From an optimization exercise on the open Yosys and OpenROAD flow, aimed at small area and a short achievable clock period; shortcuts taken in it are not production practice. Function was checked by simulation only, so behaviour that the tests miss may differ from the original. Power figures rest on the tool's default switching activity, not on a simulated workload.

==> flow/design.v <==
module contador(clock, clear, out);
input clear, clock;
output [1:0] out;
reg [1:0] out;
always @(posedge clock) begin
	if(!clear) 
        out <= out + 1'b1;
	else out  <= 2'b00;
end
endmodule
module register(in, enable, clk, out);
input [15:0] in;
input enable, clk;
output [15:0] out;
reg [15:0] out;
always @(posedge clk) begin
	if(enable)
		out <= in;
end
endmodule
module decodificador(in, out);
input [2:0] in;
output [7:0] out;
reg [7:0] out;
always @(in) begin
    out = 8'b00000000;
    out[7 - in] = 1'b1; 
end
endmodule
module sinal(in, controle, out);
input [15:0] in;
input controle;
output reg [15:0] out;
always @(in or controle) begin
	if(controle)
		out = - in;
	else
		out = in;
end
endmodule
module ula(in_a, in_b, op_select, out);
    input [15:0] in_a, in_b;     
    input op_select;   
    output reg [15:0] out; 
    always @(*) begin
        case (op_select)
            1'b1: out = in_a + in_b;    
            1'b0: out = ~(in_a & in_b); 
        endcase
    end
endmodule 
module extensor(inn, out);
input [15:0]  inn;
output [15:0] out;
reg [15:0] out;
always @(inn) begin
	if(inn[9] == 1)
		out = {6'b111111, inn[9:0]};
	else
		out = {6'b000000, inn[9:0]};
end
endmodule
module mult(
	imediat, 
	r0,
	r1,
	r2,
	r3,
	r4,
	r5,
	r6,
	r7,
	r,
	imediat_select, 
	reg_select,
	r_select,
	bus);
input [15:0] imediat, r0, r1, r2, r3, r4, r5, r6, r7, r;
input imediat_select, r_select;
input [7:0] reg_select;
output [15:0] bus;
reg [15:0] bus;
 always @(*) begin
 	if(imediat_select == 1)begin
 		bus = imediat;
 	end
 	else if(r_select == 1)begin
 		bus = r;
 	end
 	else if(reg_select == 8'b10000000)begin
 		bus = r0;
 	end 
 	else if(reg_select == 8'b01000000)begin
 		bus = r1;
 	end 
 	else if(reg_select == 8'b00100000)begin
 		bus = r2;
 	end 
 	else if(reg_select == 8'b00010000)begin
 		bus = r3;
 	end 
 	else if(reg_select == 8'b00001000)begin
 		bus = r4;
 	end 
 	else if(reg_select == 8'b00000100)begin
 		bus = r5;
 	end 
 	else if(reg_select == 8'b00000010)begin
 		bus = r6;
 	end 
 	else if(reg_select == 8'b00000001)begin
 		bus = r7;
 	end
 	else bus = 16'b0000000000000000; 
 end
endmodule
module unidade_controle
(
clk,
in, 
resetn,
cont,
reg_select,
r_select,
immediate_select,
r0_enable, 
r1_enable,
r2_enable,
r3_enable,
r4_enable,
r5_enable,
r6_enable,
r7_enable,
a_enable,
r_enable,
opSelect,
clear,
negativo
);
input clk;
input [8:0] in;
input [1:0] cont;
input resetn;
output reg r_select, immediate_select;
output reg [7:0] reg_select;
output reg r0_enable, r1_enable, r2_enable, r3_enable, r4_enable, r5_enable, r6_enable, r7_enable, a_enable, r_enable, clear;
output reg opSelect, negativo;
reg [2:0] opcode;
reg [2:0] register1, register2;
reg [1:0] status;
reg negar;
wire [7:0] outRegister1, outRegister2, outEnableRegister;
decodificador d1(register1, outRegister1);
decodificador d2(register2, outRegister2);
decodificador d3(register1, outEnableRegister);
always @(*) begin
	opcode = {in[8], in[7], in[6]};
	register1 = {in[5], in[4], in[3]};
	register2 = {in[2], in[1], in[0]};
	clear = !resetn;
end
always @(posedge clk) begin
	if(!resetn) begin
		opSelect <= 1;
		status <= 2'b00;
		negar <= 0;
	end
	else if(cont == 2'b00) begin
		if(opcode == 3'b111) begin
				opSelect <= 1;  
				status <= 2'b01;
				negar <= 0;
		end
		else if(opcode == 3'b101) begin
				opSelect <= 1;  
				status <= 2'b11;
				negar <= 0;
		end
		else if(opcode == 3'b000) begin
			opSelect <= 1; 
			status <= 2'b00;
			negar <= 0;
		end 
		else if(opcode == 3'b001) begin
				opSelect <= 1; 
				status <= 2'b00;
				negar <= 1;
		end
		else if(opcode == 3'b010) begin
				opSelect <= 0;  
				status <= 2'b00;
				negar <= 0;
		end
		else if(opcode == 3'b100) begin
				opSelect <= 1;  
				status <= 2'b01;
				negar <= 0;
		end
	end
end
always @(*) begin
	r_select = 0;
	immediate_select = 0;
	reg_select = 8'b00000000;
	a_enable = 0;
	r_enable = 0;
	negativo = 0;
	r0_enable = 0;
	r1_enable = 0;
	r2_enable = 0;
	r3_enable = 0;
	r4_enable = 0;
	r5_enable = 0;
	r6_enable = 0;
	r7_enable = 0;
	case (cont)
			2'b00:begin 
			end
			2'b01:begin 
				a_enable = 1;
				if(status == 2'b00)
					reg_select = outRegister1;
			end
			2'b10:begin 
				r_enable = 1;
				if(status != 2'b11)
					reg_select = outRegister2;
				else
					immediate_select = 1;
				negativo = negar;
			end
			2'b11:begin 
				r_select = 1;
				r0_enable = outEnableRegister[7] & resetn;
				r1_enable = outEnableRegister[6] & resetn;
				r2_enable = outEnableRegister[5] & resetn;
				r3_enable = outEnableRegister[4] & resetn;
				r4_enable = outEnableRegister[3] & resetn;
				r5_enable = outEnableRegister[2] & resetn;
				r6_enable = outEnableRegister[1] & resetn;
				r7_enable = outEnableRegister[0] & resetn;
			end
		endcase
end
endmodule
module processador(clk, iin, resetn, outProcessador);
input clk, resetn;
input [15:0] iin;
output [15:0] outProcessador;
reg [1:0] cont;
reg [2:0] hop;           
reg [7:0] sel;           
reg [15:0] X, Y;
wire [2:0] op = iin[15:13];
wire [2:0] rx = iin[12:10];
wire [2:0] ry = iin[9:7];
wire c0 = (cont == 2'd0);
wire c3 = (cont == 2'd3);
wire rep = (op == 3'b011) || (op == 3'b110);
always @(posedge clk) begin
	if (!resetn) cont <= 2'd0;
	else cont <= cont + 2'd1;
end
always @(posedge clk) begin
	if (!resetn) hop <= 3'b000;
	else if (c0 && !rep) hop <= op;
end
wire [7:0] rx_oh = 8'd1 << rx;
wire [7:0] ry_oh = 8'd1 << ry;
always @(posedge clk)
	sel <= c0 ? ry_oh : rx_oh;
wire [7:0] rsel = c0 ? rx_oh : sel;
wire [15:0] rq [0:7];
genvar g;
generate for (g = 0; g < 8; g = g + 1) begin : R
	reg [15:0] q;
	always @(posedge clk)
		if (c3 && resetn && sel[g]) q <= X;
	assign rq[g] = q;
end endgenerate
wire [15:0] rd = ({16{rsel[0]}} & rq[0]) | ({16{rsel[1]}} & rq[1]) |
                 ({16{rsel[2]}} & rq[2]) | ({16{rsel[3]}} & rq[3]) |
                 ({16{rsel[4]}} & rq[4]) | ({16{rsel[5]}} & rq[5]) |
                 ({16{rsel[6]}} & rq[6]) | ({16{rsel[7]}} & rq[7]);
wire h_sub = (hop == 3'b001);
wire h_nan = (hop == 3'b010);
wire h_ldi = (hop == 3'b101);
wire h_mov = hop[2] & ~h_ldi;       
wire go = (cont == 2'd1);
reg k_inv, k_sub, k_nan, k_ldi, k_pass;
always @(posedge clk) begin
	k_inv  <= c0 & (rep ? h_sub : (op == 3'b001));
	k_sub  <= go & h_sub;
	k_nan  <= go & h_nan;
	k_ldi  <= go & h_ldi;
	k_pass <= ~go | h_mov;
end
wire [15:0] imm = {{6{iin[9]}}, iin[9:0]};
wire [15:0] sum = X + Y;
reg [15:0] alu;
always @(*) begin
	if (k_pass) alu = Y ^ {16{k_inv}};
	else if (k_ldi) alu = imm;
	else if (k_nan) alu = ~(X & Y);
	else alu = sum ^ {16{k_sub}};
end
always @(posedge clk) begin
	Y <= rd;
	X <= alu;
end
assign outProcessador = X;
endmodule
export LEC_CHECK = 0
export ABC_CLOCK_PERIOD_IN_PS = 4000
export CAP_MARGIN = 20
export CORE_MARGIN = 2
export CORE_UTILIZATION = 55
export CTS_BUF_LIST = sky130_fd_sc_hd__clkbuf_8
export CTS_CLUSTER_SIZE = 20
export PLACE_DENSITY = 0.7
export SETUP_SLACK_MARGIN = 4.6
export SLEW_MARGIN = 20
create_clock -name core_clock -period 7.0 [get_ports {clk}]
run.sh (not shown) runs the stock make flow with config.mk's settings and CLKGATE_MAP_FILE= SYNTH_SCRIPT=/design/flow/synth_recipe.tcl, a recipe that flattens the netlist after the stock synthesis.
Change:
==> flow/config.mk (replaced) <==
export PLATFORM = sky130hd
export DESIGN_NAME = processador
export DESIGN_NICKNAME = processador
export VERILOG_FILES = /design/flow/design.v
export SDC_FILE = /design/flow/constraint.sdc
export NUM_CORES = 4
export LEC_CHECK = 0
export ABC_CLOCK_PERIOD_IN_PS = 2500
export CAP_MARGIN = 20
export CORE_MARGIN = 2
export CORE_UTILIZATION = 40
export PLACE_DENSITY = 0.6
export SETUP_SLACK_MARGIN = 4.6
export SLEW_MARGIN = 20
Clock skew hardly moves.
Worst setup slack improves by 0.041 ns.
Power rises by roughly a tenth.
Core utilization falls by 16 points.
Wire length went up slightly.
Critical path depth is lower by 5.
Combinational power shrinks slightly.

## run 1
RTL: the design.v shown in full above, as it stands there.
Settings: LEC_CHECK=0, ABC_AREA=1, CAP_MARGIN=20, CORE_MARGIN=2, CORE_UTILIZATION=55, CTS_BUF_LIST=sky130_fd_sc_hd__clkbuf_8, CTS_CLUSTER_SIZE=20, PLACE_DENSITY=0.7, SETUP_SLACK_MARGIN=4.6, SLEW_MARGIN=20; clock period 7.0 ns.
No stage failed in run 1, and the final checks on the layout all came back clean.
diff inputs: run 1 => run 2
Settings: removing ABC_AREA (formerly 1); setting ABC_CLOCK_PERIOD_IN_PS to 2500 for the first time; changing SETUP_SLACK_MARGIN from 4.6 to 4.8.
Findings:
Comparing run 2 and run 1, the lower largest net degree at the start of global routing is on run 1.
Route | run 2 vs run 1 | wire shorter in run 2
Run 2 against run 1: logic gate share of total power dropped 1.0 points; number of DRC markers after the initial detailed-route iteration dropped about 16%.
Re worst setup slack after layout: run 2 and run 1 aren't equal, and the lower value belongs to run 1.
[inputs] run 3 vs run 2
Settings: setting BUFFER_PORTS_ARGS to -buffer_cell sky130_fd_sc_hd__buf_2 for the first time; setting CTS_ARGS to -sink_clustering_enable -repair_clock_nets -sink_clustering_size 20 -buf_list sky130_fd_sc_hd__clkbuf_8 -dont_use_dummy_load for the first time; changing SETUP_SLACK_MARGIN from 4.8 to 4.6.
==> flow/flow/run.sh (new file) <==
#!/bin/bash
# Standard layout (the standard.sh, unchanged synthesis) with two layout
# choices added to config.mk: clock tree synthesis without dummy load cells,
# and plain buf_2 cells as the port buffers.
set -o pipefail
cat >> config.mk <<'EOT'
export CTS_ARGS = -sink_clustering_enable -repair_clock_nets -sink_clustering_size 20 -buf_list sky130_fd_sc_hd__clkbuf_8 -dont_use_dummy_load
export BUFFER_PORTS_ARGS = -buffer_cell sky130_fd_sc_hd__buf_2
EOT
bash standard.sh finish > standard.log 2>&1
==> flow/standard.sh (new file) <==
#!/bin/bash
# synth_recipe.tcl (not shown) runs the flow's synth.tcl, then flattens the netlist and writes it again
# the make line also repeats each setting of config.mk as NAME=value (left out here)
make -C /OpenROAD-flow-scripts/flow DESIGN_CONFIG=/design/flow/config.mk WORK_HOME=/design/flow/orfs CLKGATE_MAP_FILE= SYNTH_SCRIPT=/design/flow/synth_recipe.tcl "${@:-finish}"
removed: flow/run.sh
Results
- Run 3 vs run 2 — worst hold slack rose 0.0055 ns.
- Run 3 vs run 2 — total power dropped by a little under 10%
- Diff run 2 and run 3: routed length on met2 lower in run 3

afterwards: timing with drivers on the ports:
How much do the figures lean on ideal ports? The routed layouts below were timed once more, with nothing changed but the port constraints.
Step 1: set_driving_cell puts a clkbuf_16 on clk and a buf_2 on each other input, an assumption about the parent block.
Step 2, shift: input delay + t, output delay - t, t = (earliest + latest rising clock arrival at the registers) / 2. This alone moves slack from input paths to output paths.
Three values: ideal, step 1, step 2; two values: the first two.
run	t (ns)	setup WS [ns]	worst setup path after step 2	pins driven straight from the clock port
the first run of note 1	0.488	4.613 / 4.608 / 4.141	input to register	1
the second run of note 1	0.469	4.655 / 4.610 / 4.232	input to register	1
run 1	0.502	4.609 / 4.587 / 4.123	input to register	1
run 2	0.486	4.650 / 4.613 / 4.237	input to register	1
run 3	0.478	4.610 / 4.608 / 4.153	input to register	1
After both steps setup and hold are still met in every run listed. The setup slack of run 1, which loses most, moves by -0.022 ns with the drivers and by -0.486 ns with both steps.
